What follows belongs to an exercise in optimizing a design on an open flow for small area; a production flow would make more cautious choices. Function was checked by simulation only, so behaviour that the tests miss may differ from the original. The clock port is modelled as an ideal driver; clocking choices that lean on that would not hold on a real chip. Power is estimated from default activity; no workload was simulated.

File: design/flow/flow/run.sh
#!/bin/bash
# Layout flow: the standard ORFS flow with these changes:
#  - synthesis maps the logic for area (flow/synth.tcl); registers unchanged,
#  - clock tree synthesis without dummy loads and with larger sink clusters,
#  - the smallest buffer on the ports,
#  - cells on paths with slack downsized after clock tree synthesis.
# Each tool's output goes to the ORFS logs under orfs/logs; make's own output
# goes to synth_make.log and flow_make.log in the work folder.
set -euo pipefail
work=$(pwd)
here=$(cd "$(dirname "$0")" && pwd)
export CTS_ARGS="-sink_clustering_enable -repair_clock_nets -dont_use_dummy_load -buf_list {sky130_fd_sc_hd__clkbuf_4 sky130_fd_sc_hd__clkbuf_8} -sink_buffer_max_cap_derate 1.0"
export BUFFER_PORTS_ARGS="-buffer_cell sky130_fd_sc_hd__buf_1"
export POST_CTS_TCL="$here/post_cts.tcl"
make -C "$FLOW_HOME" DESIGN_CONFIG="$work/config.mk" WORK_HOME="$work/orfs" \
  CLKGATE_MAP_FILE= SYNTH_SCRIPT="$here/synth.tcl" synth > synth_make.log 2>&1
bash standard.sh finish > flow_make.log 2>&1
File: design/flow/flow/post_cts.tcl
# Downsize cells wherever the timing slack allows, then legalize again.
estimate_parasitics -placement
repair_timing -recover_power 100
detailed_placement
check_placement -verbose
File: design/flow/flow/synth.tcl
# The standard synthesis (synth_recipe.tcl), with one change: the logic is
# mapped by ABC with an area-oriented script, and adders are left to ABC
# instead of being mapped to adder cells first.  Registers are untouched.
proc synth {args} { yosys synth -nofsm -noshare {*}$args }
proc abc {args} {
  set out {}
  set skip 0
  foreach a $args {
    if {$skip} { set skip 0; continue }
    if {[lsearch {-script -D -constr} $a] >= 0} { set skip 1; continue }
    lappend out $a
  }
  yosys abc {*}$out -script "+strash;dc2;dch,-f;map,-a;mfs2;strash;dch,-f;map,-a"
}
set ::env(ADDER_MAP_FILE) ""
source $::env(SCRIPTS_DIR)/synth.tcl
# left out here: clear keep_hierarchy, flatten, clean up, hide names made inside functions, write 1_2_yosys.v
File: design/flow/standard.sh
#!/bin/bash
# synth_recipe.tcl (not shown) runs the flow's synth.tcl, then flattens the netlist and writes it again
# the make line also repeats each setting of config.mk as NAME=value (left out here)
make -C /OpenROAD-flow-scripts/flow DESIGN_CONFIG=/design/flow/config.mk WORK_HOME=/design/flow/orfs CLKGATE_MAP_FILE= SYNTH_SCRIPT=/design/flow/synth_recipe.tcl "${@:-finish}"
File: design/flow/config.mk
export PLATFORM = sky130hd
export DESIGN_NAME = top
export DESIGN_NICKNAME = top
export VERILOG_FILES = /design/flow/design.v
export SDC_FILE = /design/flow/constraint.sdc
export NUM_CORES = 4
export LEC_CHECK = 0
export CAP_MARGIN = 20
export CORE_MARGIN = 2
export CORE_UTILIZATION = 70
export SLEW_MARGIN = 20
File: design/flow/constraint.sdc
create_clock -name core_clock -period 30.0 [get_ports {clk}]
set_input_delay 6.0000 -clock core_clock [delete_from_list [all_inputs] [get_ports {clk}]]
set_output_delay 6.0000 -clock core_clock [all_outputs]
set_load 0.01 [all_outputs]
File: design/flow/design.v
module top(
    input clk,
    input rst,
    input spi_miso,
    output uart_tx,
    output spi_clk,
    output spi_cs,
    output spi_mosi,
    output led_green,
    output led_blue
);
    reg [3:0] pl;    
    reg [2:0] ph;    
    reg [2:0] s;     
    reg [4:0] u;     
    localparam [3:0] L4 = 4'd14, L9 = 4'd9;      
    localparam [2:0] H2 = 3'd3,  H4 = 3'd5;      
    localparam [4:0] U12 = 5'd5,  U24 = 5'd20;   
    wire pl9  = (pl == L9);
    wire pt   = (ph == H4) & pl9;                            
    wire rise = pt & (s == 3'd3);               
    wire tick = (ph == H2) & (pl == L4) & (u == U12);        
    wire oclk = s[2];                           
    always @(posedge clk) begin
        if (rst) begin
            pl <= 4'd0;
            ph <= 3'd0;
        end else begin
            pl <= pl9 ? 4'd0 : {pl[2:0], ~(pl[3] ^ pl[2])};
            if (pl9)
                ph <= (ph == H4) ? 3'd0 : {ph[1:0], ~(ph[2] ^ ph[1])};
        end
    end
    always @(posedge clk) begin
        if (rst) begin
            s <= 3'd0;
            u <= 5'd0;
        end else if (pt) begin
            s <= s + 3'd1;
            u <= (u == U24) ? 5'd0 : {u[3:0], ~(u[4] ^ u[2])};
        end
    end
    localparam PRE = 3'b000, INIT1 = 3'b100, INIT2 = 3'b101, GAP = 3'b001,
               READ1 = 3'b110, READ2 = 3'b111, UART = 3'b010;
    reg [2:0] sg;
    reg [4:0] j;
    reg       r1;    
    reg [3:0] b;     
    wire intr      = sg[2];                      
    wire uart      = (sg == UART);
    wire frame_end = tick & (b == 4'd15);
    wire jump      = rise && intr && j == 5'd17;
    wire advance   = (rise && j == 5'd31) ||
                     (jump && sg[0]) ||
                     (uart && frame_end && j == 5'd30);
    always @(posedge clk) begin
        if (rst) begin
            sg <= PRE;
            j <= 5'd30;
        end else begin
            if (jump) begin
                case (sg[1:0])
                    2'b00:   j <= r1 ? 5'd31 : 5'd21;    
                    2'b01:   j <= 5'd11;                 
                    2'b10:   j <= 5'd31;                 
                    default: j <= 5'd28;                 
                endcase
            end else if (uart ? frame_end : rise)
                j <= j + 5'd1;
            if (advance)
                case (sg)
                    PRE:     sg <= INIT1;
                    INIT1:   sg <= INIT2;
                    INIT2:   sg <= GAP;
                    GAP:     sg <= READ1;
                    READ1:   sg <= READ2;
                    READ2:   sg <= UART;
                    default: sg <= PRE;
                endcase
        end
    end
    always @(posedge clk) begin
        if (rst)
            r1 <= 1'b1;
        else if (frame_end && uart && j == 5'd28)
            r1 <= 1'b0;
    end
    wire clr = (sg == PRE) && (j == 5'd30);     
    function [15:0] frame(input [1:0] t);
        case (t)
            2'd0: frame = 16'h3101;
            2'd1: frame = 16'h2D08;
            2'd2: frame = 16'hB200;
            default: frame = 16'hB300;
        endcase
    endfunction
    wire [1:0] tr = sg[1:0];
    reg mosi;
    always @(posedge clk) begin
        if (rst)
            mosi <= 1'b0;
        else if (pt && s == 3'd7 && intr && j <= 5'd15)
            mosi <= frame(tr) >> (5'd15 - j);
    end
    assign spi_mosi = mosi;
    assign spi_cs   = ~(intr && j <= 5'd16);
    assign spi_clk  = ~(intr && j <= 5'd15 && !oclk);
    wire run = r1 | uart;
    always @(posedge clk) begin
        if (rst)
            b <= 4'd0;
        else if (tick) begin
            if (b == 4'd0)
                b <= run ? 4'd6 : 4'd0;
            else
                b <= b + 4'd1;
        end
    end
    reg  txd;            
    reg  nxt;            
    wire data_bit = r1 ? 1'b0 :
                    (j == 5'd28) ? (b[0] & ~b[2]) :      
                    txd;
    assign uart_tx = b[3] ? data_bit : (b != 4'd7);
    always @(posedge clk) begin
        if (tick)
            txd <= nxt;
    end
    reg  [12:0] d;       
    reg  [2:0]  r;       
    reg         pend;    
    reg         blue, green;
    wire bits = rise && j >= 5'd8 && j <= 5'd15;      
    wire rd1  = bits && sg == READ1 && j != 5'd15;    
    wire rd2  = bits && sg == READ2;                  
    wire rdq  = rd2 && j >= 5'd10;                    
    wire post = pt && sg == READ2 && j == 5'd16 && s != 3'd3;  
    wire       dvb = rd2 ? spi_miso : d[12];
    wire [3:0] r4  = {r, dvb};
    wire       qb  = (r4 >= 4'd5);
    wire [3:0] rn  = qb ? r4 - 4'd5 : r4;
    reg  [3:0] ck;
    wire [3:0] cw = pl;
    reg  [1:0] xs;       
    wire xrev  = (xs == 2'd2);
    wire cend  = pl9;
    wire tend  = (ck == 4'd12) && cend;
    always @(posedge clk) begin
        if (rd1)
            d <= {d[11:0], spi_miso};
        else if (rdq || post)
            d <= {d[11:0], qb};
        else if (xrev && cend)
            d <= {d[12], d[12:1]};
    end
    always @(posedge clk) begin
        if (rd2 || post)
            r <= rn[2:0];
        else if (sg != READ2)
            r <= 3'd0;
    end
    always @(posedge clk) begin
        if (rd2 && j == 5'd8)
            pend <= spi_miso;
    end
    reg  [129:0] ring;
    wire rin = xrev ? (cend ? d[0] : ring[128]) : (ring[129] & ~clr);
    always @(posedge clk) begin
        ring <= {ring[128:0], rin};
    end
    always @(posedge clk) begin
        if (rst) begin
            ck <= 4'd0;
            xs <= 2'd0;
        end else begin
            if (cend)
                ck <= (ck == 4'd12) ? 4'd0 : ck + 4'd1;
            case (xs)
                2'd0: if (rise && sg == READ2 && j == 5'd16) xs <= 2'd1;
                2'd1: if (tend) xs <= 2'd2;
                2'd2: if (tend) xs <= 2'd3;
                default: xs <= 2'd0;
            endcase
        end
    end
    reg  [4:0] acc;
    always @(posedge clk) begin
        acc <= (cw == 4'd0 ? (ck == 4'd0 ? 5'd0 : {1'b0, acc[4:1]}) : acc) + {4'd0, rin};
    end
    wire [2:0] m   = b[2:0] + 3'd1;
    wire       hi  = (j == 5'd29);
    wire       top = hi && m[2];                       
    wire [3:0] tgt = top ? 4'd0 : {hi, m} + 4'd1;
    always @(posedge clk) begin
        if (cw == 4'd0 && ck == tgt)
            nxt <= top ? acc[m[1:0]] : acc[0];
    end
    reg  ge, gt;
    wire sbit = acc[0];
    always @(posedge clk) begin
        if (xrev && cw == 4'd0 && ck != 4'd0) begin
            case (ck)
                4'd1: begin ge <= 1'b0;       gt <= sbit;        end  
                4'd2: begin ge <= 1'b0;       gt <= gt | sbit;   end  
                4'd3, 4'd4, 4'd5:
                      begin ge <= ge | sbit;  gt <= gt & sbit;   end  
                4'd6: begin ge <= ge & sbit;  gt <= gt | sbit;   end  
                default:
                      begin ge <= ge | sbit;  gt <= gt & sbit;   end  
            endcase
        end else if (xs == 2'd3) begin
            ge <= ge | (acc[3:0] != 4'd0);
            gt <= gt & (acc[3:0] == 4'd15);
        end
    end
    always @(posedge clk) begin
        if (rst) begin
            blue <= 1'b0;
            green <= 1'b0;
        end else if (uart) begin
            blue <= pend;
            if (j == 5'd28 && (ph != 3'd0 || pl != 4'd0))
                green <= ge && !gt;
        end
    end
    assign led_blue  = blue;
    assign led_green = green;
endmodule
==> results of run 1 <==
## flip-flops by register name, summed over array words and instances, names as in the netlist, 4 cells and up
register,cells
u,5
pl,4
ring,130
ck,4
j,5
acc,5
b,4
d,13
## cell families (layout without fill, tap and decap cells)
kind of cell    Yosys count  after routing  share of synthesized area, %
flops                   193            193                         70.87
simple gates            181            181                         13.17
compound gates          107            107                         10.51
buf+inv                  74            101                         4.832
xor+xnor                  4              4                        0.6096
## per-layer routing
layer,vias to the layer above,wire [microns],global-route usage [%]
met3,43,659,7.183
met2,175,6198,50.71
met1,1895,4956,35.27
met5,-,0,0
met4,0,491,17.15
li1,1901,-,-
## area by class of cell
type,instances,share of cell area (%)
clock buffers,17,3.707
inverters,74,4.521
multi-input cells,292,22.71
flip-flops and latches,193,66.31
well taps,105,2.138
repair buffers,10,0.6110
## report_power, final
part,switching (mW),internal [mW],leakage [nW]
Sequential,0.000750,0.261,1.55
Combinational,0.00380,0.00134,0.525
Clock,0.0748,0.0483,0.120
Total,0.0794,0.310,2.20
## cell usage after synthesis (4+ instances only)
cell type	n	area [sq um]
clkinv_1	74	277.8
nor2_1	97	364.1
nor3_1	15	75.07
nand3_1	12	60.06
nor4_1	10	62.56
a21oi_1	43	215.2
nand2_1	40	150.1
edfxtp_1	21	630.6
dfxtp_1	172	3443
a211oi_1	4	30.03
o21ai_0	38	190.2
## how the worst min path moves through the flow
stage	to	cells past startpoint	slack, ps
floorplan	ring[100]$_DFF_P_	0	310
global placement	ring[76]$_DFF_P_	0	310
detailed placement	ring[63]$_DFF_P_	0	310
global route	ring[99]$_DFF_P_	0	320
finish	ring[99]$_DFF_P_	0	310
## per-stage QoR
stage               utilization, %  setup WS [ps]  hold WS (ps)
finish                       75.91          21590         309.0
global route                 75.91          21280         315.3
detailed placement           73.21          22190         312.1
global placement             73.21          22270         312.2
floorplan                        -          22510         309.6
==> impl_metrics.csv, run 1 <==
group,metric,value,unit
drt,antenna_left,0,
global_routing,antenna_found_initial,0,
die,dieWidth,94.62,microns
drt,wl,12.31,mm
layout,nets,591,
yosys,synth_flop_cell,"dfxtp_1",
worst_hold_path,min_path_type,"flip-flop to flip-flop",
drt,wl_per_cell,17.81,microns
pwr,ir_drop,0.06078,mV
flow_run,cap_violations,0,
pwr,power.density,63.43,nW/um^2
worst_setup_path,crit_fanout,6,
yosys,ys_types,28,
worst_setup_path,critPathKind,"flip-flop to primary output",
timing,slew_headroom,33.84,%
yosys,syn-num-nets,562,
place,dpl.cell_count,674,
global_routing,grt_pass1_vias,4051,
place,place_congestion,0.8779,
layout,final_cells,691,
worst_setup_path,crit_chain,"clkinv_1, nor2_1, clkinv_1, nor2_1, clkinv_1, nor2_1, o21ai_0, o2111ai_1, o21ai_0, buf_1",
layout,regArea,4074,sq um
layout,antenna_cells,0,
yosys,synth-edff-count,21,
layout,drive_above_1_share,3.413,%
timing,finalCriticalPeriod,8414,ps
die,io_pins,9,
yosys,synthArstFlopShare,0,%
timing,rsz0062_at_grt,"false",
worst_setup_path,cp-start-kind,"flip-flop",
yosys,syn_inst,559,
global_routing,overflow,0,
die,die_h,94.62,microns
timing,finalHoldViolCount,0,
worst_setup_path,r2r_cells,17,
yosys,avgSynthCellArea,10.28,sq um
timing,clock_skew,52.41,ps
die,core-area,8093,sq um
worst_setup_path,required,24000,ps
clocking,cts.clk_slew.worst_paths,110,ps
layout,layout_common_cells,"dfxtp_1, nor2_1, clkinv_1, a21oi_1, nand2_1",
worst_setup_path,arrival,2410,ps
global_routing,grt_first_pass_wirelength,20.07,mm
global_routing,grt_use_total,30.11,%
pwr,total_power,0.3897,mW
die,dieArea,8952,sq um
yosys,synth-seq-cells,193,
layout,fillCellCount,540,
drt,drc,0,
worst_setup_path,critical-path-top-delay-family,"simple AND/OR/NAND/NOR gates",
layout,design_area,6143,sq um
clocking,cts.sink_count,193,
worst_setup_path,cp.depth,10,
yosys,synth_area,5748,sq um
timing,timing.final.crit_share,28.05,%
worst_hold_path,hold_start,"ring[98]$_DFF_P_",
place,dp_hpwl,8.136,mm
yosys,yosysSeqAreaShare,70.88,%
drt,drt-vias-per-instance,5.809,
drt,drt_pass1_iterations,5,
worst_setup_path,crit_slowest_cell,"dfxtp_1",
timing,max_freq,118.8,MHz
worst_setup_path,crit_path_end,"uart_tx",
clocking,tritoncts,"done",
timing,worstMarginPinSlew,984.8,ps
layout,multi_input_area,1395,sq um
yosys,ys.warnings.count,1,
layout,area_growth_syn_to_layout,6.878,%
global_routing,grt_max_degree,22,
worst_setup_path,critPathMaxStageDelay,430,ps
worst_setup_path,regToRegStartpoint,"pl[1]$_SDFF_PP0_",
timing,slew_viol_final,0,
worst_setup_path,worst_setup_path_end_kind,"primary output",
timing,setup_viol,0,
layout,layout_commonest_cell,"dfxtp_1",
place,place_area,5924,sq um
worst_setup_path,cp-startpoint,"j[2]$_SDFFE_PP1P_",
place,portBuffers,8,
drt,drtIter0Drc,432,
worst_setup_path,cp_num_buf_inv,4,
drt,vias,4014,
status,outcome,"timing/DRC/antenna clean",
timing,setup_tns,0,ps
die,initial_core_util,71.03,%
pwr,p_leak,2.198,nW
die,rows,33,
worst_setup_path,r2r-end,"d[10]$_DFFE_PP_",
worst_setup_path,ff2ff_setup_slack,25010,ps
clocking,clock_latency,590,ps
==> inputs of run 2 (changes only) <==
--- a/design/flow/flow/run.sh
+++ b/design/flow/flow/run.sh
@@ -1,7 +1,7 @@
 #!/bin/bash
 # Layout flow: the standard ORFS flow with these changes:
 #  - synthesis maps the logic for area (flow/synth.tcl); registers unchanged,
-#  - clock tree synthesis without dummy loads and with larger sink clusters,
+#  - clock tree synthesis without dummy loads and with smaller clock buffers,
 #  - the smallest buffer on the ports,
 #  - cells on paths with slack downsized after clock tree synthesis.
 # Each tool's output goes to the ORFS logs under orfs/logs; make's own output
==> impl_metrics.csv, run 2 <==
group,metric,value,unit
status,outcome,"timing/DRC/antenna clean",
timing,slew_viol_final,0,
yosys,synth_common_cells,"dfxtp_1, nor2_1, clkinv_1",
layout,layout_common_cells,"dfxtp_1, nor2_1, clkinv_1, a21oi_1, nand2_1",
timing,setup_tns,0,ps
pwr,seqPwrFrac,67.1,%
worst_setup_path,worst_setup_path_end_kind,"primary output",
timing,finalCriticalPeriod,8414,ps
global_routing,grt_use_total,30.11,%
die,die_h,94.62,microns
clocking,cts.sink_count,193,
worst_setup_path,arrival,2410,ps
timing,timing.final.crit_share,28.05,%
pwr,total_power,0.3897,mW
global_routing,grt_first_pass_wirelength,20.07,mm
drt,antenna_left,0,
worst_setup_path,r2r_cells,17,
place,place_ws,22190,ps
timing,max_freq,118.8,MHz
layout,layout_commonest_cell,"dfxtp_1",
drt,vias,4014,
clocking,cts.clk_slew.worst_paths,110,ps
yosys,ys_types,28,
pwr,p_sw,0.07940,mW
timing,slew_headroom,33.84,%
place,portBuffers,8,
yosys,syn_inst,559,
yosys,yosysSeqAreaShare,70.88,%
worst_hold_path,holdPathStages,0,
place,dp_hpwl,8.136,mm
pwr,intPower,0.3103,mW
pwr,p_leak,2.198,nW
layout,largest_register_ff_count,130,
yosys,ys.warnings.count,1,
worst_hold_path,min_path_type,"flip-flop to flip-flop",
layout,final_cells,691,
pwr,sw_frac_of_total,20.38,%
worst_setup_path,r2r-end,"d[10]$_DFFE_PP_",
global_routing,grt_max_degree,22,
timing,finalHoldViolCount,0,
timing,post-route-worst-setup-slack,21590,ps
global_routing,grt_pass1_vias,4051,
worst_setup_path,ff2ff_setup_slack,25010,ps
global_routing,antenna_found_initial,0,
layout,top_register,"ring",
worst_setup_path,required,24000,ps
die,rows,33,
worst_hold_path,hold-path-endpoint,"ring[99]$_DFF_P_",
layout,drive_above_1_share,3.413,%
die,dieArea,8952,sq um
yosys,synth-xor-area-share,0.6095,%
die,dieWidth,94.62,microns
worst_setup_path,cp-start-kind,"flip-flop",
yosys,synth-seq-cells,193,
die,core-area,8093,sq um
pwr,power.density,63.43,nW/um^2
flow_run,cap_violations,0,
timing,clock_skew,52.41,ps
drt,wl,12.31,mm
timing,rsz0062_at_grt,"false",
yosys,synth-edff-count,21,
worst_setup_path,regToRegStartpoint,"pl[1]$_SDFF_PP0_",
layout,nets,591,
pwr,combinationalPowerShare,1.3,%
drt,drt-vias-per-instance,5.809,
place,place_congestion,0.8779,
yosys,syn-num-nets,562,
yosys,synth-compound-area-share,10.51,%
drt,drtIter0Drc,432,
yosys,yosysTopAreaCell,"dfxtp_1",
worst_setup_path,crit_fanout,6,
yosys,synthArstFlopShare,0,%
yosys,ys_top_cells_by_area,"dfxtp_1, edfxtp_1, nor2_1",
yosys,synth_fa_ha_area_share,0,%
worst_hold_path,hold_start,"ring[98]$_DFF_P_",
die,io_pins,9,
yosys,netlist.area_leader.share,59.90,%
timing,worstMarginPinSlew,984.8,ps
drt,drc,0,
pwr,clkPwrFrac,31.6,%
drt,drt_pass1_iterations,5,
global_routing,overflow,0,
drt,wl_per_cell,17.81,microns
die,initial_core_util,71.03,%
place,dpl.cell_count,674,
layout,fillCellCount,540,
clocking,tritoncts,"done",
yosys,synth-simple-area-share,13.17,%
yosys,synth_top_family_by_area,"simple AND/OR/NAND/NOR gates",
yosys,synth_area,5748,sq um
pwr,ir_drop,0.06078,mV
yosys,synth_mux_area_share,0,%
layout,area_growth_syn_to_layout,6.878,%
worst_setup_path,critPathKind,"flip-flop to primary output",
timing,setup_viol,0,
clocking,clock_latency,590,ps
yosys,synth_flop_cell,"dfxtp_1",
yosys,yosysMostFrequentCell,"dfxtp_1",
layout,antenna_cells,0,
layout,top_regs,"ring (130), d (13)",
yosys,avgSynthCellArea,10.28,sq um
## run 2: worst max-delay path, stage by stage, from the launching register on
cell,delay (ps)
dfxtp_1,430
clkinv_1,120
nor2_1,160
clkinv_1,120
nor2_1,190
clkinv_1,170
nor2_1,210
o21ai_0,120
o2111ai_1,80
o21ai_0,120
buf_1,140
## run 2: cell type report
| type | count | area, sq um | share of cell area, % |
|---|---|---|---|
| clock buffer | 17 | 227.7 | 3.707 |
| inverter | 74 | 277.8 | 4.521 |
| multi-input combinational | 292 | 1395 | 22.71 |
| sequential | 193 | 4074 | 66.31 |
| tap | 105 | 131.4 | 2.138 |
| timing repair buffer | 10 | 37.54 | 0.6110 |
## run 2: worst max path at each step
stage	start	end	cells after the start	slack, ps
global placement	j[2]$_SDFFE_PP1P_	uart_tx	10	22270
finish	j[2]$_SDFFE_PP1P_	uart_tx	10	21590
global route	j[2]$_SDFFE_PP1P_	uart_tx	10	21280
detailed placement	j[2]$_SDFFE_PP1P_	uart_tx	10	22190
floorplan	j[2]$_SDFFE_PP1P_	uart_tx	9	22510
## run 2: power groups by stage
stage / Sequential [mW] / Clock [mW] / Combinational (mW)
detailed placement: 0.267 / 0 / 0.00475
finish: 0.261 / 0.123 / 0.00514
floorplan: 0.267 / 0 / 0.00303
global placement: 0.267 / 0 / 0.00443
global route: 0.262 / 0.133 / 0.00565
## run 2: layer usage
layer	track usage (%)	vias to the layer above	routed length, microns
met2	50.71	175	6198
met4	17.15	0	491
li1	-	1901	-
met1	35.27	1895	4956
met5	0	-	0
met3	7.183	43	659
## run 2: logic make-up (layout without fill, tap and decap cells)
group | Yosys count | in the layout
AOI/OAI and AO/OA | 107 | 107
xor gates and xnor gates | 4 | 4
and+or+nand+nor | 181 | 181
buffers and inverters | 74 | 101
DFF | 193 | 193
## run 2: stage by stage
stage | utilization (%) | hold WS, ps | cell area [sq um]
6_report | 75.91 | 309.0 | 6143
5_1_grt | 75.91 | 315.3 | 6143
3_5_place_dp | 73.21 | 312.1 | 5924
3_3_place_gp | 73.21 | 312.2 | 5924
2_1_floorplan | - | 309.6 | 5748
==> inputs of run 3 (changes only) <==
==> design/flow/flow/run.sh (replaced) <==
#!/bin/bash
# Layout flow: the standard ORFS flow with these changes:
#  - synthesis maps the logic for area (flow/synth.tcl); registers unchanged,
#  - clock tree synthesis without dummy loads and with larger sink clusters,
#  - the smallest buffer on the ports,
#  - cells on paths with slack downsized after clock tree synthesis.
# Each tool's output goes to the ORFS logs under orfs/logs; make's own output
# goes to synth_make.log and flow_make.log in the work folder.
set -euo pipefail
work=$(pwd)
here=$(cd "$(dirname "$0")" && pwd)
export CTS_ARGS="-sink_clustering_enable -repair_clock_nets -dont_use_dummy_load -buf_list sky130_fd_sc_hd__clkbuf_8"
export BUFFER_PORTS_ARGS="-buffer_cell sky130_fd_sc_hd__buf_1"
export POST_CTS_TCL="$here/post_cts.tcl"
make -C "$FLOW_HOME" DESIGN_CONFIG="$work/config.mk" WORK_HOME="$work/orfs" \
  CLKGATE_MAP_FILE= SYNTH_SCRIPT="$here/synth.tcl" synth > synth_make.log 2>&1
bash standard.sh finish > flow_make.log 2>&1
==> impl_metrics.csv, run 3 <==
group,metric,value,unit
status,outcome,"timing/DRC/antenna clean",
worst_hold_path,hold-path-endpoint,"ring[99]$_DFF_P_",
yosys,yosysMostFrequentCell,"dfxtp_1",
timing,worstMarginPinSlew,959.6,ps
yosys,ys_types,28,
timing,timing.final.crit_share,27.62,%
timing,finalHoldViolCount,0,
global_routing,grt_use_total,30.07,%
die,dieWidth,94.62,microns
layout,antenna_cells,0,
layout,nets,591,
worst_setup_path,arrival,2290,ps
worst_hold_path,hold_start,"ring[98]$_DFF_P_",
global_routing,grt_pass1_vias,4061,
worst_setup_path,required,24000,ps
timing,setup_viol,0,
yosys,syn-num-nets,562,
yosys,netlist.area_leader.share,59.90,%
worst_hold_path,min_path_type,"flip-flop to flip-flop",
drt,drt-vias-per-instance,5.773,
global_routing,overflow,0,
place,dp_hpwl,8.136,mm
clocking,cts.clk_slew.worst_paths,110,ps
timing,rsz0062_at_grt,"false",
drt,wl,12.32,mm
worst_setup_path,worst_setup_path_end_kind,"primary output",
yosys,yosysTopAreaCell,"dfxtp_1",
worst_setup_path,r2r_cells,17,
worst_setup_path,crit_fanout,6,
yosys,synthArstFlopShare,0,%
worst_setup_path,regToRegStartpoint,"pl[1]$_SDFF_PP0_",
layout,area_growth_syn_to_layout,6.987,%
yosys,ys_top_cells_by_area,"dfxtp_1, edfxtp_1, nor2_1",
yosys,synth-seq-cells,193,
layout,largest_register_ff_count,130,
global_routing,grt_first_pass_wirelength,20.02,mm
timing,slew_viol_final,0,
drt,drtIter0Drc,441,
timing,hold-worst-slack,308.7,ps
layout,top_register,"ring",
layout,layout_common_cells,"dfxtp_1, nor2_1, clkinv_1, a21oi_1, nand2_1",
yosys,ys.warnings.count,1,
timing,setup_tns,0,ps
layout,layout_commonest_cell,"dfxtp_1",
yosys,synth_common_cells,"dfxtp_1, nor2_1, clkinv_1",
worst_setup_path,ff2ff_setup_slack,24930,ps
timing,clock_skew,51.07,ps
drt,wl_per_cell,17.83,microns
pwr,ir_drop,0.05419,mV
place,place_congestion,0.8779,
yosys,synth-edff-count,21,
worst_setup_path,critPathKind,"flip-flop to primary output",
clocking,tritoncts,"done",
die,initial_core_util,71.03,%
global_routing,grt_max_degree,22,
yosys,syn_inst,559,
pwr,p_leak,2.201,nW
layout,top_regs,"ring (130), d (13)",
timing,slew_headroom,35.53,%
die,rows,33,
global_routing,antenna_found_initial,0,
pwr,power.density,63.51,nW/um^2
drt,drt_pass1_iterations,5,
drt,vias,3989,
yosys,synth_flop_cell,"dfxtp_1",
clocking,cts.sink_count,193,
worst_setup_path,r2r-end,"d[1]$_DFFE_PP_",
yosys,yosysSeqAreaShare,70.88,%
layout,drive_above_1_share,3.413,%
timing,finalCriticalPeriod,8285,ps
yosys,avgSynthCellArea,10.28,sq um
worst_setup_path,cp-start-kind,"flip-flop",
place,portBuffers,8,
worst_hold_path,holdPathStages,0,
die,die_h,94.62,microns
yosys,synth_area,5748,sq um
timing,max_freq,120.7,MHz
clocking,clock_latency,450,ps
drt,antenna_left,0,
die,io_pins,9,
flow_run,cap_violations,0,
drt,drc,0,
die,dieArea,8952,sq um
die,core-area,8093,sq um
## run 3: cell counts after synthesis
Identical to the previous run, type by type.
## run 3: how the worst max path moves through the flow
stage	start	to	slack, ps	cells after the start
3_3_place_gp	j[2]$_SDFFE_PP1P_	uart_tx	22270	10
3_5_place_dp	j[2]$_SDFFE_PP1P_	uart_tx	22190	10
6_report	j[2]$_SDFFE_PP1P_	uart_tx	21710	10
2_1_floorplan	j[2]$_SDFFE_PP1P_	uart_tx	22510	9
5_1_grt	j[2]$_SDFFE_PP1P_	uart_tx	21430	10
## run 3: cells by family (layout without fill, tap and decap cells)
logic type | count (synthesis) | after routing | synth area share, %
buffers and inverters | 74 | 101 | 4.832
flip-flops | 193 | 193 | 70.87
AO/OA/AOI/OAI | 107 | 107 | 10.51
XOR/XNOR | 4 | 4 | 0.6096
AND/OR/NAND/NOR | 181 | 181 | 13.17
## run 3: per-layer routing
layer  up-vias  wire, microns  GRT usage, %
met5         -              0             0
met4         0            478         16.91
met3        49            637         6.704
met2       173           6256         51.06
met1      1862           4951         35.24
li1       1905              -             -
## run 3: per-stage QoR
stage / instance area (sq um) / setup WS, ps / util [%] / instances / power, mW
6_report: 6150 / 21710 / 75.99 / 691 / 0.3906
3_5_place_dp: 5924 / 22190 / 73.21 / 674 / 0.2720
3_3_place_gp: 5924 / 22270 / 73.21 / 674 / 0.2717
5_1_grt: 6150 / 21430 / 75.99 / 691 / 0.4016
2_1_floorplan: 5748 / 22510 / - / 559 / 0.2701
## run 3: power by group
part	leakage (nW)	internal (mW)	total [mW]	switching, mW
combinational	0.525	0.00133	0.00503	0.00370
sequential	1.55	0.261	0.262	0.000814
clock	0.122	0.0502	0.124	0.0738
total	2.20	0.312	0.391	0.0783
## run 3: critical path, stage by stage, from the launching register on
cell and delay [ps]:
dfxtp_1 430, clkinv_1 120, nor2_1 160, clkinv_1 120
nor2_1 190, clkinv_1 180, nor2_1 210, o21ai_0 120
o2111ai_1 80, o21ai_0 110, buf_1 140
## run 3: layout make-up
| type | instances | area, sq um |
|---|---|---|
| inverter | 74 | 277.8 |
| timing repair buffer | 10 | 37.54 |
| clock buffer | 17 | 234.0 |
| tap | 105 | 131.4 |
| fill | 538 | 1943 |
| multi-input combinational | 292 | 1395 |
| sequential | 193 | 4074 |
==> inputs of run 4 (changes only) <==
--- a/design/flow/design.v
+++ b/design/flow/design.v
@@ -126,16 +126,17 @@
         if (tick)
             txd <= nxt;
     end
-    reg  [12:0] d;       
+    reg  [6:0]  d;       
     reg  [2:0]  r;       
     reg         pend;    
     reg         blue, green;
+    reg         wq, wp;  
     wire bits = rise && j >= 5'd8 && j <= 5'd15;      
     wire rd1  = bits && sg == READ1 && j != 5'd15;    
     wire rd2  = bits && sg == READ2;                  
     wire rdq  = rd2 && j >= 5'd10;                    
     wire post = pt && sg == READ2 && j == 5'd16 && s != 3'd3;  
-    wire       dvb = rd2 ? spi_miso : d[12];
+    wire       dvb = rd2 ? spi_miso : d[6];
     wire [3:0] r4  = {r, dvb};
     wire       qb  = (r4 >= 4'd5);
     wire [3:0] rn  = qb ? r4 - 4'd5 : r4;
@@ -145,13 +146,12 @@
     wire xrev  = (xs == 2'd2);
     wire cend  = pl9;
     wire tend  = (ck == 4'd12) && cend;
-    always @(posedge clk) begin
-        if (rd1)
-            d <= {d[11:0], spi_miso};
-        else if (rdq || post)
-            d <= {d[11:0], qb};
-        else if (xrev && cend)
-            d <= {d[12], d[12:1]};
+    wire wnow  = wp && cend && (ck == 5'd23 - j);
+    always @(posedge clk) begin
+        if (rd1 || post)
+            d <= {d[5:0], rd1 ? spi_miso : qb};
+        else if (xrev && cend && j[4])
+            d <= {d[6], d[6:1]};
     end
     always @(posedge clk) begin
         if (rd2 || post)
@@ -163,8 +163,19 @@
         if (rd2 && j == 5'd8)
             pend <= spi_miso;
     end
+    always @(posedge clk) begin
+        if (rst)
+            wp <= 1'b0;
+        else if (rdq) begin
+            wq <= qb;
+            wp <= 1'b1;
+        end else if (wnow)
+            wp <= 1'b0;
+    end
     reg  [129:0] ring;
-    wire rin = xrev ? (cend ? d[0] : ring[128]) : (ring[129] & ~clr);
+    wire rin = xrev ? (j[4] ? ((cend && ck <= 4'd6) ? d[0] : ring[129])
+                            : (cend ? 1'b0 : ring[128]))
+                    : (wnow ? wq : (ring[129] & ~clr));
     always @(posedge clk) begin
         ring <= {ring[128:0], rin};
     end
@@ -176,7 +187,7 @@
             if (cend)
                 ck <= (ck == 4'd12) ? 4'd0 : ck + 4'd1;
             case (xs)
-                2'd0: if (rise && sg == READ2 && j == 5'd16) xs <= 2'd1;
+                2'd0: if (rise && sg == READ2 && (j == 5'd1 || j == 5'd16)) xs <= 2'd1;
                 2'd1: if (tend) xs <= 2'd2;
                 2'd2: if (tend) xs <= 2'd3;
                 default: xs <= 2'd0;
==> impl_metrics.csv, run 4 <==
group,metric,value,unit
status,outcome,"timing/DRC/antenna clean",
pwr,power.density,63.61,nW/um^2
worst_setup_path,ff2ff_setup_slack,26090,ps
worst_setup_path,crit_fanout,11,
timing,timing.final.crit_share,27.99,%
die,rows,32,
worst_setup_path,regToRegStartpoint,"pl[1]$_SDFF_PP0_",
worst_hold_path,holdPathStages,0,
worst_setup_path,arrival,2400,ps
worst_hold_path,hold-path-endpoint,"ring[68]$_DFF_P_",
timing,max_freq,119.1,MHz
global_routing,overflow,0,
clocking,tritoncts,"done",
flow_run,cap_violations,0,
drt,wl,14.68,mm
yosys,yosysMostFrequentCell,"dfxtp_1",
yosys,yosysTopAreaCell,"dfxtp_1",
drt,antenna_left,0,
yosys,ys_top_cells_by_area,"dfxtp_1, edfxtp_1, clkinv_1",
place,place_congestion,0.9602,
timing,rsz0062_at_grt,"false",
layout,largest_register_ff_count,130,
pwr,ir_drop,0.06185,mV
worst_hold_path,hold_start,"ring[67]$_DFF_P_",
clocking,cts.sink_count,189,
die,dieArea,8846,sq um
clocking,clock_latency,480,ps
layout,final_cells,687,
layout,design_area,6073,sq um
yosys,netlist.area_leader.share,61.01,%
drt,drt-vias-per-instance,6.320,
drt,drtIter0Drc,589,
worst_setup_path,required,24000,ps
yosys,ys.warnings.count,1,
pwr,total_power,0.3863,mW
drt,drc,0,
yosys,yosysSeqAreaShare,69.47,%
timing,clock_skew,43.50,ps
timing,worstMarginPinSlew,893.2,ps
place,place_area,5834,sq um
die,dieWidth,94.06,microns
timing,finalHoldViolCount,0,
place,dpl.cell_count,670,
drt,vias,4342,
timing,finalCriticalPeriod,8398,ps
layout,final_core_utilization,77.79,%
yosys,syn_inst,560,
yosys,synth-seq-cells,189,
layout,multi_input_area,1441,sq um
clocking,cts.clk_slew.worst_paths,120,ps
worst_setup_path,worst_setup_path_end_kind,"primary output",
yosys,synth-edff-count,16,
place,dp_hpwl,9.710,mm
yosys,syn-num-nets,563,
pwr,p_leak,2.167,nW
timing,slew_headroom,39.95,%
layout,drive_above_1_share,3.590,%
layout,nets,590,
drt,drt_pass1_iterations,7,
die,die_h,94.06,microns
worst_setup_path,critPathKind,"flip-flop to primary output",
timing,hold-worst-slack,292.2,ps
layout,regArea,3944,sq um
timing,slew_viol_final,0,
yosys,avgSynthCellArea,10.14,sq um
layout,area_growth_syn_to_layout,6.987,%
drt,wl_per_cell,21.36,microns
die,initial_core_util,72.71,%
yosys,ys_types,31,
yosys,synth_flop_cell,"dfxtp_1",
die,core-area,7807,sq um
worst_setup_path,r2r_cells,18,
place,portBuffers,8,
yosys,synth_area,5677,sq um
worst_hold_path,min_path_type,"flip-flop to flip-flop",
layout,layout_commonest_cell,"dfxtp_1",
global_routing,grt_first_pass_wirelength,22.86,mm
global_routing,grt_pass1_vias,4277,
layout,fillCellCount,471,
global_routing,antenna_found_initial,1,
layout,layout_common_cells,"dfxtp_1, clkinv_1, nor2_1, nand2_1, o21ai_0",
global_routing,grt_max_degree,21,
yosys,synthArstFlopShare,0,%
place,place_ws,22000,ps
layout,antenna_cells,0,
global_routing,grt_use_total,36.01,%
layout,top_register,"ring",
layout,top_regs,"ring (130), d (7)",
timing,setup_viol,0,
timing,setup_tns,0,ps
worst_setup_path,r2r-end,"d[0]$_DFFE_PP_",
timing,post-route-worst-setup-slack,21600,ps
yosys,synth_common_cells,"dfxtp_1, clkinv_1, nor2_1",
worst_setup_path,cp-start-kind,"flip-flop",
die,io_pins,9,
==> run 4: changes by cell type in the layout (fill, tap and decap cells not counted), sizes merged, moves of 2 or more <==
| cell | change |
|---|---|
| a21oi | -12 |
| a221oi | +2 |
| clkinv | +5 |
| edfxtp | -5 |
| nand2 | +18 |
| nand3 | -2 |
| nand4 | +3 |
| nor2 | -20 |
| nor3 | +5 |
| nor4 | -5 |
| o22ai | +7 |
| o31ai | +3 |
| or2 | -2 |
==> run 4: cell type report <==
class	instances	area share (%)
tap	102	2.101
timing repair buffer	8	0.4944
sequential	189	64.94
multi-input combinational	292	23.73
inverter	79	4.883
clock buffer	17	3.852
==> run 4: kinds of logic (layout without fill, tap and decap cells) <==
kind of cell | after synthesis | after routing | share of synthesized area [%]
AOI/OAI and AO/OA | 108 | 108 | 11.33
buffers and inverters | 79 | 104 | 5.224
and+or+nand+nor | 178 | 178 | 13.05
DFF | 189 | 189 | 69.47
xor gates and xnor gates | 6 | 6 | 0.9257
==> run 4: routing by layer <==
| metal | wire (microns) | share of wire, % | global-route usage (%) | vias to the layer above |
|---|---|---|---|---|
| met1 | 5464 | 37 | 42.25 | 1969 |
| met5 | 0 | 0 | 0 | - |
| li1 | - | - | - | 1906 |
| met2 | 6954 | 47 | 58.57 | 352 |
| met4 | 950 | 6.5 | 22.34 | 0 |
| met3 | 1308 | 8.9 | 9.952 | 115 |
==> run 4: worst max path at each step <==
stage | from | endpoint | slack (ps)
3_3_place_gp | rst | ph[0]$_SDFFE_PP0N_ | 22230
2_1_floorplan | j[4]$_SDFFE_PP1P_ | uart_tx | 22600
6_report | j[4]$_SDFFE_PP1P_ | uart_tx | 21600
3_5_place_dp | rst | ph[0]$_SDFFE_PP0N_ | 22000
5_1_grt | j[4]$_SDFFE_PP1P_ | uart_tx | 21380
==> run 4: where the power goes <==
group,total (mW),switching [mW],internal [mW]
Combinational,0.00399,0.00313,0.000858
Clock,0.128,0.0774,0.0503
Sequential,0.255,0.000494,0.254
Total,0.386,0.0810,0.305
==> run 4: worst max-delay path: stages (launching register included) <==
cell and delay (ps):
dfxtp_1 550, clkinv_1 170, nor3_1 250, clkinv_1 220, nor2_1 230, nor2_1 70
nor2_1 90, nand2_1 50, a21oi_1 150, buf_1 170
==> inputs of run 5 (changes only) <==
--- a/design/flow/config.mk
+++ b/design/flow/config.mk
@@ -7,5 +7,5 @@
 export LEC_CHECK = 0
 export CAP_MARGIN = 20
 export CORE_MARGIN = 2
-export CORE_UTILIZATION = 70
+export CORE_UTILIZATION = 65
 export SLEW_MARGIN = 20
==> impl_metrics.csv, run 5 <==
group,metric,value,unit
drt,wl_per_cell,16.89,microns
worst_setup_path,critPathKind,"flip-flop to primary output",
worst_setup_path,required,24000,ps
place,dpl.cell_count,677,
layout,design_area,6080,sq um
drt,drt-vias-per-instance,5.754,
layout,area_growth_syn_to_layout,7.097,%
layout,antenna_cells,0,
worst_setup_path,worst_path_most_repeated_cell,"nor2_1",
die,dieArea,9497,sq um
die,io_pins,9,
yosys,yosysMostFrequentCell,"dfxtp_1",
place,place_congestion,0.9170,
global_routing,grt_max_degree,21,
yosys,synthArstFlopShare,0,%
drt,drc,0,
pwr,clkPwrFrac,32.3,%
clocking,cts.clk_slew.worst_paths,100,ps
drt,drtIter0Drc,251,
pwr,intPower,0.3054,mW
pwr,sw_frac_of_total,19.85,%
layout,largest_register_ff_count,130,
timing,setup_tns,0,ps
timing,rsz0062_at_grt,"false",
drt,drt_pass1_iterations,4,
clocking,tritoncts,"done",
layout,drive_above_1_share,3.413,%
timing,post-route-worst-setup-slack,21780,ps
global_routing,grt_first_pass_wirelength,18.86,mm
pwr,ir_drop,0.05048,mV
yosys,ys_types,31,
pwr,combinationalPowerShare,0.9,%
yosys,ys.warnings.count,1,
worst_setup_path,critical-path-top-delay-family,"simple AND/OR/NAND/NOR gates",
clocking,clock_latency,440,ps
worst_setup_path,ff2ff_setup_slack,26280,ps
place,dp_hpwl,7.920,mm
timing,worstMarginPinSlew,941.8,ps
yosys,synth-edff-count,16,
worst_setup_path,crit_fanout,11,
drt,vias,3993,
timing,finalCriticalPeriod,8223,ps
die,dieWidth,97.45,microns
yosys,syn_inst,560,
place,place_area,5849,sq um
drt,antenna_left,0,
layout,nets,591,
yosys,netlist.area_leader.share,61.01,%
global_routing,grt_use_total,25.69,%
place,place_ws,22130,ps
place,portBuffers,8,
layout,layout_commonest_cell,"dfxtp_1",
timing,slew_viol_final,0,
drt,wl,11.72,mm
layout,layout_common_cells,"dfxtp_1, clkinv_1, nor2_1, nand2_1, o21ai_0",
die,core-area,8593,sq um
timing,setup_viol,0,
flow_run,cap_violations,0,
pwr,power.density,62.67,nW/um^2
worst_setup_path,crit_chain,"clkinv_1, nor3_1, clkinv_1, nor2_1, nor2_1, nor2_1, nand2_1, a21oi_1, buf_1",
yosys,ys_top_cells_by_area,"dfxtp_1, edfxtp_1, clkinv_1",
status,outcome,"timing/DRC/antenna clean",
yosys,synth-seq-cells,189,
timing,slew_headroom,36.67,%
global_routing,antenna_found_initial,0,
worst_hold_path,min_path_type,"flip-flop to flip-flop",
timing,hold-worst-slack,297.6,ps
timing,max_freq,121.6,MHz
global_routing,overflow,0,
yosys,synth_flop_cell,"dfxtp_1",
die,initial_core_util,66.06,%
yosys,synth_area,5677,sq um
die,rows,34,
layout,final_cells,694,
yosys,yosysTopAreaCell,"dfxtp_1",
pwr,seqPwrFrac,66.8,%
yosys,syn-num-nets,563,
worst_setup_path,critPathMaxStageDelay,550,ps
pwr,p_sw,0.07562,mW
worst_setup_path,cp-start-kind,"flip-flop",
die,die_h,97.45,microns
timing,timing.final.crit_share,27.41,%
worst_setup_path,crit_slowest_cell,"dfxtp_1",
worst_setup_path,cp_num_buf_inv,3,
layout,top_register,"ring",
clocking,cts.sink_count,189,
global_routing,grt_pass1_vias,3886,
worst_setup_path,worst_setup_path_end_kind,"primary output",
worst_setup_path,arrival,2220,ps
pwr,p_leak,2.166,nW
timing,finalHoldViolCount,0,
yosys,avgSynthCellArea,10.14,sq um
yosys,synth_common_cells,"dfxtp_1, clkinv_1, nor2_1",
yosys,yosysSeqAreaShare,69.47,%
timing,clock_skew,38.32,ps
layout,top_regs,"ring (130), d (7)",
==> run 5: cell counts after synthesis <==
Identical to the previous run, type by type.
==> run 5: power by group through the flow <==
stage          clock (mW)  combinational, mW  sequential (mW)
2_1_floorplan           0            0.00214            0.260
3_3_place_gp            0            0.00319            0.260
3_5_place_dp            0            0.00336            0.260
5_1_grt             0.134            0.00376            0.255
6_report            0.123            0.00346            0.255
==> run 5: metrics by stage <==
step,power (mW),utilization (%)
floorplan,0.2625,-
global placement,0.2636,68.07
detailed placement,0.2638,68.07
global route,0.3926,70.75
finish,0.3810,70.75
==> run 5: routing by layer <==
metal  global-route usage [%]  part of all wire, %
met3                    7.050                  4.5
met5                        0                    0
met1                    31.05                   43
met2                    41.49                   49
met4                    14.64                  3.3
==> run 5: worst paths after layout <==
kind	from	to	depth (start not counted)
max	j[4]$_SDFFE_PP1P_	uart_tx	9
min	ring[53]$_DFF_P_	ring[54]$_DFF_P_	0
max reg2reg	pl[1]$_SDFF_PP0_	d[0]$_DFFE_PP_	19
min reg2reg	ring[53]$_DFF_P_	ring[54]$_DFF_P_	0
==> run 5: area by class of cell <==
cell class	instances	area [sq um]
Multi-Input combinational cell	292	1436
Timing Repair Buffer	9	33.78
Inverter	79	296.5
Fill cell	601	2514
Clock buffer	17	234.0
Tap cell	108	135.1
Sequential cell	189	3944
==> run 5: kinds of logic after synthesis <==
logic type / after synthesis / share of synthesized area [%]
AO/OA/AOI/OAI: 108 / 11.33
XOR/XNOR: 6 / 0.9257
buffers and inverters: 79 / 5.224
flip-flops: 189 / 69.47
AND/OR/NAND/NOR: 178 / 13.05
==> inputs of run 6 (changes only) <==
--- a/design/flow/flow/run.sh
+++ b/design/flow/flow/run.sh
@@ -1,7 +1,7 @@
 #!/bin/bash
 # Layout flow: the standard ORFS flow with these changes:
 #  - synthesis maps the logic for area (flow/synth.tcl); registers unchanged,
-#  - clock tree synthesis without dummy loads and with larger sink clusters,
+#  - clock tree synthesis without dummy loads and with smaller clock buffers,
 #  - the smallest buffer on the ports,
 #  - cells on paths with slack downsized after clock tree synthesis.
 # Each tool's output goes to the ORFS logs under orfs/logs; make's own output
==> impl_metrics.csv, run 6 <==
group,metric,value,unit
status,outcome,"timing/DRC/antenna clean",
clocking,cts.clk_slew.worst_paths,100,ps
worst_setup_path,crit_slowest_cell,"dfxtp_1",
layout,top_register,"ring",
drt,antenna_left,0,
layout,area_growth_syn_to_layout,7.097,%
yosys,ys_top_cells_by_area,"dfxtp_1, edfxtp_1, clkinv_1",
yosys,synth_flop_cell,"dfxtp_1",
worst_setup_path,critPathMaxStageDelay,550,ps
drt,wl_per_cell,16.89,microns
yosys,ys_types,31,
layout,antenna_cells,0,
yosys,synth-seq-cells,189,
yosys,yosysTopAreaCell,"dfxtp_1",
layout,layout_common_cells,"dfxtp_1, clkinv_1, nor2_1, nand2_1, o21ai_0",
layout,nets,591,
timing,finalCriticalPeriod,8223,ps
timing,rsz0062_at_grt,"false",
yosys,synthArstFlopShare,0,%
layout,drive_above_1_share,3.413,%
global_routing,grt_pass1_vias,3886,
timing,clock_skew,38.32,ps
global_routing,grt_use_met2,41.49,%
global_routing,grt_first_pass_wirelength,18.86,mm
clocking,cts.sink_count,189,
layout,fillCellCount,601,
timing,slew_headroom,36.67,%
yosys,yosysMostFrequentCell,"dfxtp_1",
die,core-area,8593,sq um
worst_setup_path,arrival,2220,ps
timing,setup_viol,0,
die,dieArea,9497,sq um
clocking,tritoncts,"done",
worst_setup_path,required,24000,ps
flow_run,cap_violations,0,
timing,finalHoldViolCount,0,
global_routing,met1_usage,31.05,%
drt,wl,11.72,mm
yosys,synth-edff-count,16,
worst_setup_path,worst_path_most_repeated_cell,"nor2_1",
die,rows,34,
drt,vias,3993,
pwr,p_leak,2.166,nW
global_routing,grt_use_total,25.69,%
layout,largest_register_ff_count,130,
pwr,ir_drop,0.05048,mV
drt,drt_pass1_iterations,4,
worst_setup_path,crit_fanout,11,
yosys,avgSynthCellArea,10.14,sq um
timing,worstMarginPinSlew,941.8,ps
yosys,synth_area,5677,sq um
die,initial_core_util,66.06,%
worst_setup_path,cp-start-kind,"flip-flop",
timing,max_freq,121.6,MHz
timing,setup_tns,0,ps
layout,layout_commonest_cell,"dfxtp_1",
layout,regArea,3944,sq um
layout,final_cells,694,
worst_hold_path,min_path_type,"flip-flop to flip-flop",
timing,post-route-worst-setup-slack,21780,ps
timing,timing.final.crit_share,27.41,%
die,die_h,97.45,microns
layout,top_regs,"ring (130), d (7)",
die,io_pins,9,
place,place_ws,22130,ps
place,dp_hpwl,7.920,mm
global_routing,antenna_found_initial,0,
drt,drc,0,
layout,multi_input_area,1436,sq um
global_routing,use_met3,7.050,%
worst_setup_path,worst_setup_path_end_kind,"primary output",
yosys,syn_inst,560,
clocking,clock_latency,440,ps
place,portBuffers,8,
global_routing,busiest_layer,"met2",
global_routing,overflow,0,
worst_setup_path,crit_chain,"clkinv_1, nor3_1, clkinv_1, nor2_1, nor2_1, nor2_1, nand2_1, a21oi_1, buf_1",
place,dpl.cell_count,677,
yosys,synth_common_cells,"dfxtp_1, clkinv_1, nor2_1",
die,dieWidth,97.45,microns
pwr,power.density,62.67,nW/um^2
global_routing,grt_max_degree,21,
yosys,ys.warnings.count,1,
drt,drt-vias-per-instance,5.754,
yosys,yosysSeqAreaShare,69.47,%
drt,drtIter0Drc,251,
yosys,netlist.area_leader.share,61.01,%
worst_setup_path,critPathKind,"flip-flop to primary output",
yosys,syn-num-nets,563,
place,place_congestion,0.9170,
timing,slew_viol_final,0,
## run 6: cell counts after synthesis
No cell type changed its count.
## run 6: layout make-up
class | instances | share of cell area (%)
clock buffers | 17 | 3.849
well taps | 108 | 2.223
multi-input cells | 292 | 23.63
repair buffers | 9 | 0.5557
flip-flops and latches | 189 | 64.87
inverters | 79 | 4.878
## run 6: cell families (layout without fill, tap and decap cells)
family | count (synthesis) | after routing | share of synthesized area, %
simple gates | 178 | 178 | 13.05
flops | 189 | 189 | 69.47
xor+xnor | 6 | 6 | 0.9257
buf+inv | 79 | 105 | 5.224
compound gates | 108 | 108 | 11.33
## run 6: worst max-delay path: cells and delay by family, from the launching register on
| family | cells | cell delay, ps |
|---|---|---|
| buffers and inverters | 3 | 530 |
| and+or+nand+nor | 5 | 580 |
| DFF | 1 | 550 |
| AOI/OAI and AO/OA | 1 | 150 |
## run 6: stage by stage
step / hold WS (ps) / utilization (%) / power (mW) / instance area (sq um)
after global placement: 311.0 / 68.07 / 0.2636 / 5849
final: 297.6 / 70.75 / 0.3810 / 6080
after detailed placement: 312.1 / 68.07 / 0.2638 / 5849
after floorplan: 309.6 / - / 0.2625 / 5677
after global routing: 298.2 / 70.75 / 0.3926 / 6080
## run 6: layer usage
layer  vias up  wire length, microns
li1       1917                     -
met1      1886                  5047
met2       153                  5757
met3        37                   531
met4         0                   387
met5         -                     0
## run 6: final timing paths
check | cells after the start | slack, ps | endpoint | startpoint
setup / recovery | 9 | 21780 | uart_tx | j[4]$_SDFFE_PP1P_
hold / removal | 0 | 300 | ring[54]$_DFF_P_ | ring[53]$_DFF_P_
setup reg to reg | 19 | 26280 | d[0]$_DFFE_PP_ | pl[1]$_SDFF_PP0_
hold reg to reg | 0 | 300 | ring[54]$_DFF_P_ | ring[53]$_DFF_P_
## run 6: where the power goes
group          internal (mW)  switching (mW)  total [mW]
Clock                 0.0503          0.0726       0.123
Sequential             0.254        0.000448       0.255
Combinational       0.000856         0.00260     0.00346
==> inputs of run 7 (changes only) <==
--- a/design/flow/flow/synth.tcl
+++ b/design/flow/flow/synth.tcl
@@ -10,7 +10,7 @@
     if {[lsearch {-script -D -constr} $a] >= 0} { set skip 1; continue }
     lappend out $a
   }
-  yosys abc {*}$out -script "+strash;dc2;dch,-f;map,-a;mfs2;strash;dch,-f;map,-a"
+  yosys abc {*}$out -script "+strash;dc2;dch,-f;map,-a;mfs2,-a;strash;dc2;dch,-f;map,-a;mfs2,-a;strash;dch,-f;map,-a"
 }
 set ::env(ADDER_MAP_FILE) ""
 source $::env(SCRIPTS_DIR)/synth.tcl
==> impl_metrics.csv, run 7 <==
group,metric,value,unit
die,dieArea,9451,sq um
yosys,yosysMostFrequentCell,"dfxtp_1",
yosys,syn_inst,552,
worst_setup_path,arrival,2360,ps
yosys,ys_top_cells_by_area,"dfxtp_1, edfxtp_1, nor2_1",
yosys,synth_flop_cell,"dfxtp_1",
yosys,ys.warnings.count,1,
worst_hold_path,min_path_type,"flip-flop to flip-flop",
global_routing,grt_use_total,23.80,%
layout,drive_above_1_share,3.460,%
layout,nets,583,
drt,drc,0,
drt,drt_pass1_iterations,5,
status,outcome,"timing/DRC/antenna clean",
timing,setup_tns,0,ps
layout,top_regs,"ring (130), d (7)",
drt,drt-vias-per-instance,5.520,
yosys,synth-seq-cells,189,
worst_setup_path,critPathMaxStageDelay,450,ps
timing,slew_headroom,29.06,%
drt,wl_per_cell,15.59,microns
yosys,netlist.area_leader.share,61.32,%
pwr,power.density,62.80,nW/um^2
timing,rsz0062_at_grt,"false",
clocking,cts.sink_count,189,
timing,finalCriticalPeriod,8358,ps
place,place_congestion,0.9134,
timing,timing.final.crit_share,27.86,%
flow_run,cap_violations,0,
place,portBuffers,8,
yosys,yosysSeqAreaShare,69.83,%
die,io_pins,9,
pwr,ir_drop,0.05121,mV
worst_setup_path,worst_setup_path_end_kind,"primary output",
timing,finalHoldViolCount,0,
place,place_area,5821,sq um
worst_setup_path,cp-start-kind,"flip-flop",
drt,vias,3787,
yosys,synth_common_cells,"dfxtp_1, nor2_1, clkinv_1",
die,rows,34,
yosys,synth-edff-count,16,
clocking,cts.clk_slew.worst_paths,120,ps
die,initial_core_util,66.05,%
pwr,total_power,0.3799,mW
worst_setup_path,cp_num_buf_inv,4,
yosys,synthArstFlopShare,0,%
worst_setup_path,crit_slowest_cell,"dfxtp_1",
layout,area_growth_syn_to_layout,7.111,%
worst_setup_path,crit_chain,"clkinv_1, nor2_1, clkinv_1, nor2_1, clkinv_1, nor2_1, o21ai_0, o21ai_0, o22ai_1, buf_1",
worst_setup_path,required,24000,ps
layout,top_register,"ring",
yosys,synth_area,5648,sq um
timing,setup_viol,0,
drt,wl,10.70,mm
worst_setup_path,critical-path-top-delay-family,"simple AND/OR/NAND/NOR gates",
clocking,clock_latency,450,ps
layout,largest_register_ff_count,130,
layout,design_area,6050,sq um
yosys,avgSynthCellArea,10.23,sq um
timing,post-route-worst-setup-slack,21640,ps
worst_setup_path,crit_fanout,7,
clocking,tritoncts,"done",
timing,hold-worst-slack,288.2,ps
drt,antenna_left,0,
worst_setup_path,critPathKind,"flip-flop to primary output",
die,die_h,97.22,microns
global_routing,antenna_found_initial,0,
timing,clock_skew,40.74,ps
timing,worstMarginPinSlew,1055,ps
pwr,p_leak,2.194,nW
place,dpl.cell_count,669,
layout,layout_common_cells,"dfxtp_1, nor2_1, clkinv_1, nand2_1, a21oi_1",
place,dp_hpwl,7.102,mm
layout,antenna_cells,0,
global_routing,grt_pass1_vias,3705,
yosys,yosysTopAreaCell,"dfxtp_1",
drt,drtIter0Drc,206,
layout,layout_commonest_cell,"dfxtp_1",
yosys,syn-num-nets,555,
timing,slew_viol_final,0,
global_routing,overflow,0,
yosys,ys_types,32,
place,place_ws,22140,ps
layout,final_cells,686,
layout,final_core_utilization,70.75,%
global_routing,grt_first_pass_wirelength,17.73,mm
timing,max_freq,119.6,MHz
die,dieWidth,97.22,microns
global_routing,grt_max_degree,23,
die,core-area,8551,sq um
[run 7: worst register-to-register path, delay by kind of cell (launching register included)]
| kind | cells | cell delay, ps |
|---|---|---|
| AND/OR/NAND/NOR | 10 | 2490 |
| buffers and inverters | 7 | 1130 |
| flip-flops | 1 | 340 |
| AO/OA/AOI/OAI | 2 | 290 |
[run 7: cell families after synthesis]
kind of cell | Yosys count | synth area share, %
buf+inv | 77 | 5.117
compound gates | 100 | 10.79
simple gates | 180 | 13.34
xor+xnor | 6 | 0.9304
flops | 189 | 69.83
[run 7: path summary, 6_finish.rpt]
path / cells after the start / endpoint / slack (ps) / startpoint
setup / recovery: 10 / uart_tx / 21640 / j[2]$_SDFFE_PP1P_
hold / removal: 0 / ring[107]$_DFF_P_ / 290 / ring[106]$_DFF_P_
setup reg to reg: 19 / r[0]$_SDFFCE_PN0P_ / 25510 / pl[1]$_SDFF_PP0_
hold reg to reg: 0 / ring[107]$_DFF_P_ / 290 / ring[106]$_DFF_P_
[run 7: routing by layer]
metal,vias to the layer above,track usage [%],wire [microns],part of all wire (%)
li1,1881,-,-,-
met1,1753,30.43,4901,46
met2,124,37.23,4855,45
met3,29,6.906,557,5.2
met4,0,11.97,383,3.6
met5,-,0,0,0
[run 7: final cells by class]
| type | count | area, sq um |
|---|---|---|
| well taps | 108 | 135.1 |
| clock buffers | 17 | 234.0 |
| fillers | 605 | 2501 |
| multi-input cells | 286 | 1414 |
| repair buffers | 9 | 33.78 |
| inverters | 77 | 289.0 |
| flip-flops and latches | 189 | 3944 |
[run 7: power breakdown]
group	switching (mW)	total, mW	internal [mW]
Clock	0.0719	0.122	0.0503
Sequential	0.000411	0.255	0.254
Combinational	0.00244	0.00322	0.000779
Total	0.0747	0.380	0.305
==> inputs of run 8 (changes only) <==
--- a/design/flow/design.v
+++ b/design/flow/design.v
@@ -130,7 +130,7 @@
     reg  [2:0]  r;       
     reg         pend;    
     reg         blue, green;
-    reg         wq, wp;  
+    reg         wq;      
     wire bits = rise && j >= 5'd8 && j <= 5'd15;      
     wire rd1  = bits && sg == READ1 && j != 5'd15;    
     wire rd2  = bits && sg == READ2;                  
@@ -146,7 +146,7 @@
     wire xrev  = (xs == 2'd2);
     wire cend  = pl9;
     wire tend  = (ck == 4'd12) && cend;
-    wire wnow  = wp && cend && (ck == 5'd23 - j);
+    wire wnow  = sg == READ2 && j >= 5'd11 && j <= 5'd16 && cend && (ck == 5'd23 - j);
     always @(posedge clk) begin
         if (rd1 || post)
             d <= {d[5:0], rd1 ? spi_miso : qb};
@@ -164,13 +164,8 @@
             pend <= spi_miso;
     end
     always @(posedge clk) begin
-        if (rst)
-            wp <= 1'b0;
-        else if (rdq) begin
+        if (rdq)
             wq <= qb;
-            wp <= 1'b1;
-        end else if (wnow)
-            wp <= 1'b0;
     end
     reg  [129:0] ring;
     wire rin = xrev ? (j[4] ? ((cend && ck <= 4'd6) ? d[0] : ring[129])
==> impl_metrics.csv, run 8 <==
group,metric,value,unit
global_routing,grt_use_met2,37.09,%
yosys,synth_area,5565,sq um
worst_setup_path,required,24000,ps
yosys,yosysTopAreaCell,"dfxtp_1",
global_routing,grt_pass1_vias,3450,
die,io_pins,9,
clocking,tritoncts,"done",
global_routing,busiest_layer,"met2",
timing,timing.final.crit_share,27.19,%
drt,drt_pass1_iterations,4,
timing,slew_viol_final,0,
yosys,syn_inst,536,
worst_hold_path,hold_start,"ring[61]$_DFF_P_",
worst_setup_path,regToRegStartpoint,"pl[1]$_SDFF_PP0_",
global_routing,overflow,0,
flow_run,cap_violations,0,
place,portBuffers,8,
yosys,synth_flop_cell,"dfxtp_1",
yosys,ys_types,27,
worst_hold_path,hold-path-endpoint,"ring[62]$_DFF_P_",
clocking,cts.sink_count,188,
yosys,synthArstFlopShare,0,%
layout,fillCellCount,601,
drt,wl,9.955,mm
place,place_congestion,0.9378,
drt,vias,3673,
yosys,synth_common_cells,"dfxtp_1, clkinv_1, nor2_1",
yosys,yosysMostFrequentCell,"dfxtp_1",
die,dieArea,9318,sq um
layout,regArea,3924,sq um
die,die_h,96.53,microns
die,rows,33,
worst_setup_path,crit_slowest_cell,"dfxtp_1",
layout,layout_common_cells,"dfxtp_1, clkinv_1, nor2_1, nand2_1, a21oi_1",
worst_setup_path,worst_setup_path_end_kind,"primary output",
drt,wl_per_cell,14.93,microns
global_routing,met1_usage,30.65,%
yosys,avgSynthCellArea,10.38,sq um
clocking,clock_latency,440,ps
layout,multi_input_area,1338,sq um
timing,rsz0062_at_grt,"false",
layout,nets,567,
worst_setup_path,crit_fanout,6,
timing,hold-worst-slack,297.0,ps
global_routing,grt_max_degree,19,
die,dieWidth,96.53,microns
pwr,ir_drop,0.05180,mV
timing,worstMarginPinSlew,1009,ps
drt,drtIter0Drc,192,
layout,area_growth_syn_to_layout,7.172,%
drt,antenna_left,0,
global_routing,use_met3,7.370,%
global_routing,grt_first_pass_wirelength,16.18,mm
drt,drt-vias-per-instance,5.507,
yosys,yosysSeqAreaShare,70.50,%
layout,antenna_cells,0,
pwr,power.density,63.21,nW/um^2
timing,finalCriticalPeriod,8157,ps
yosys,ys.warnings.count,1,
die,initial_core_util,67.39,%
worst_setup_path,crit_chain,"clkinv_1, nor2_1, nand2_1, nor2_1, o21ai_0, o2111ai_1, o21ai_0, buf_1",
layout,largest_register_ff_count,130,
yosys,synth-edff-count,16,
clocking,cts.clk_slew.worst_paths,100,ps
global_routing,grt_use_total,23.53,%
timing,setup_tns,0,ps
worst_setup_path,cp-start-kind,"flip-flop",
yosys,syn-num-nets,539,
worst_setup_path,r2r-end,"r[0]$_SDFFCE_PN0P_",
worst_setup_path,ff2ff_setup_slack,26640,ps
worst_setup_path,critPathKind,"flip-flop to primary output",
layout,top_regs,"ring (130), d (7)",
yosys,synth-seq-cells,188,
layout,layout_commonest_cell,"dfxtp_1",
worst_setup_path,r2r_cells,17,
timing,max_freq,122.6,MHz
worst_hold_path,min_path_type,"flip-flop to flip-flop",
status,outcome,"timing/DRC/antenna clean",
timing,slew_headroom,32.10,%
die,core-area,8258,sq um
global_routing,antenna_found_initial,0,
timing,clock_skew,38.12,ps
yosys,ys_top_cells_by_area,"dfxtp_1, edfxtp_1, clkinv_1",
yosys,netlist.area_leader.share,61.87,%
layout,drive_above_1_share,3.203,%
layout,top_register,"ring",
pwr,p_leak,2.155,nW
worst_setup_path,arrival,2160,ps
timing,finalHoldViolCount,0,
place,dp_hpwl,6.806,mm
worst_hold_path,holdPathStages,0,
drt,drc,0,
timing,setup_viol,0,
worst_setup_path,critPathMaxStageDelay,400,ps
[run 8: cell types whose count changed after synthesis, sizes merged, moves of 3 or more]
cell,previous run,this run
a21oi,29,36
a22oi,7,3
clkinv,77,81
nand2,54,43
nor2,82,71
o2111ai,0,3
o221ai,3,0
[run 8: worst max-delay path: cells and delay by family, from the launching register on]
kind,cells,cell delay (ps)
simple gates,3,690
flops,1,400
buf+inv,2,330
compound gates,3,330
[run 8: how the worst max path moves through the flow]
| stage | from | endpoint | slack (ps) | depth (start not counted) |
|---|---|---|---|---|
| 2_1_floorplan | j[2]$_SDFFE_PP1P_ | uart_tx | 22700 | 7 |
| 3_3_place_gp | j[2]$_SDFFE_PP1P_ | uart_tx | 22370 | 8 |
| 3_5_place_dp | j[2]$_SDFFE_PP1P_ | uart_tx | 22320 | 8 |
| 5_1_grt | j[2]$_SDFFE_PP1P_ | uart_tx | 21640 | 8 |
| 6_report | j[2]$_SDFFE_PP1P_ | uart_tx | 21840 | 8 |
[run 8: metal layers]
layer	vias to the layer above	wire length, microns
met2	124	4501
met4	0	190
met1	1693	4645
met5	-	0
li1	1838	-
met3	18	618
[run 8: cell type report]
| cell class | count | area share, % |
|---|---|---|
| clock buffers | 17 | 3.923 |
| inverters | 81 | 5.098 |
| multi-input cells | 267 | 22.42 |
| flip-flops and latches | 188 | 65.79 |
| well taps | 105 | 2.203 |
| repair buffers | 9 | 0.5664 |
[run 8: metrics by stage]
step                      power [mW]  utilization, %  instance area (sq um)  cells  worst slack (ps)
after floorplan               0.2604               -                   5565    536             22700
after global placement        0.2617           69.44                   5734    650             22370
after detailed placement      0.2618           69.44                   5734    650             22320
after global routing          0.3894           72.23                   5964    667             21640
final                         0.3770           72.23                   5964    667             21840
[run 8: where the power goes]
part | switching, mW | leakage (nW) | total, mW | internal (mW)
Sequential | 0.000343 | 1.54 | 0.253 | 0.253
Clock | 0.0707 | 0.122 | 0.121 | 0.0502
Combinational | 0.00227 | 0.498 | 0.00297 | 0.000701
[run 8: logic make-up (layout without fill, tap and decap cells)]
| kind of cell | Yosys count | in the layout | synth area share [%] |
|---|---|---|---|
| buf+inv | 81 | 107 | 5.463 |
| simple gates | 156 | 156 | 11.74 |
| flops | 188 | 188 | 70.50 |
| xor+xnor | 8 | 8 | 1.259 |
| compound gates | 103 | 103 | 11.04 |

-- static timing again, ports no longer ideal --
The flow's constraints put no driver on any port. The routed layouts listed below were extracted and timed again, unchanged, in two steps.
Step 1 (the two cells are an assumption about what drives the block):
set clk [get_ports {clk}]
set_driving_cell -lib_cell sky130_fd_sc_hd__clkbuf_16 $clk
set_driving_cell -lib_cell sky130_fd_sc_hd__buf_2 [delete_from_list [all_inputs] $clk]
Step 2 moves the port delays by t, midway between the first and last clock arrival at a register: inputs arrive t later, outputs are due t later. That takes back most of the time a late clock gives input paths.
Slacks: ideal / step 1 / step 2; pairs: ideal / step 1.
run | t, ns | setup slack, ns | slew at the worst register clock pin (ns) | worst data-port slew with drivers (ns) | cell pins on the clock port's net
run 1 | 0.597 | 21.586 / 21.553 / 22.123 | 0.11 / 0.11 | 0.03 | 1
run 2 | 0.597 | 21.586 / 21.553 / 22.123 | 0.11 / 0.11 | 0.03 | 1
run 3 | 0.462 | 21.715 / 21.682 / 22.117 | 0.11 / 0.11 | 0.03 | 1
run 4 | 0.483 | 21.602 / 21.567 / 21.881 | 0.12 / 0.12 | 0.03 | 1
run 5 | 0.454 | 21.777 / 21.742 / 22.042 | 0.11 / 0.11 | 0.03 | 1
run 6 | 0.454 | 21.777 / 21.742 / 22.042 | 0.11 / 0.11 | 0.03 | 1
run 7 | 0.454 | 21.642 / 21.608 / 21.934 | 0.12 / 0.12 | 0.03 | 1
run 8 | 0.457 | 21.843 / 21.810 / 21.940 | 0.10 / 0.10 | 0.03 | 1
After both steps every run listed still meets setup and hold.
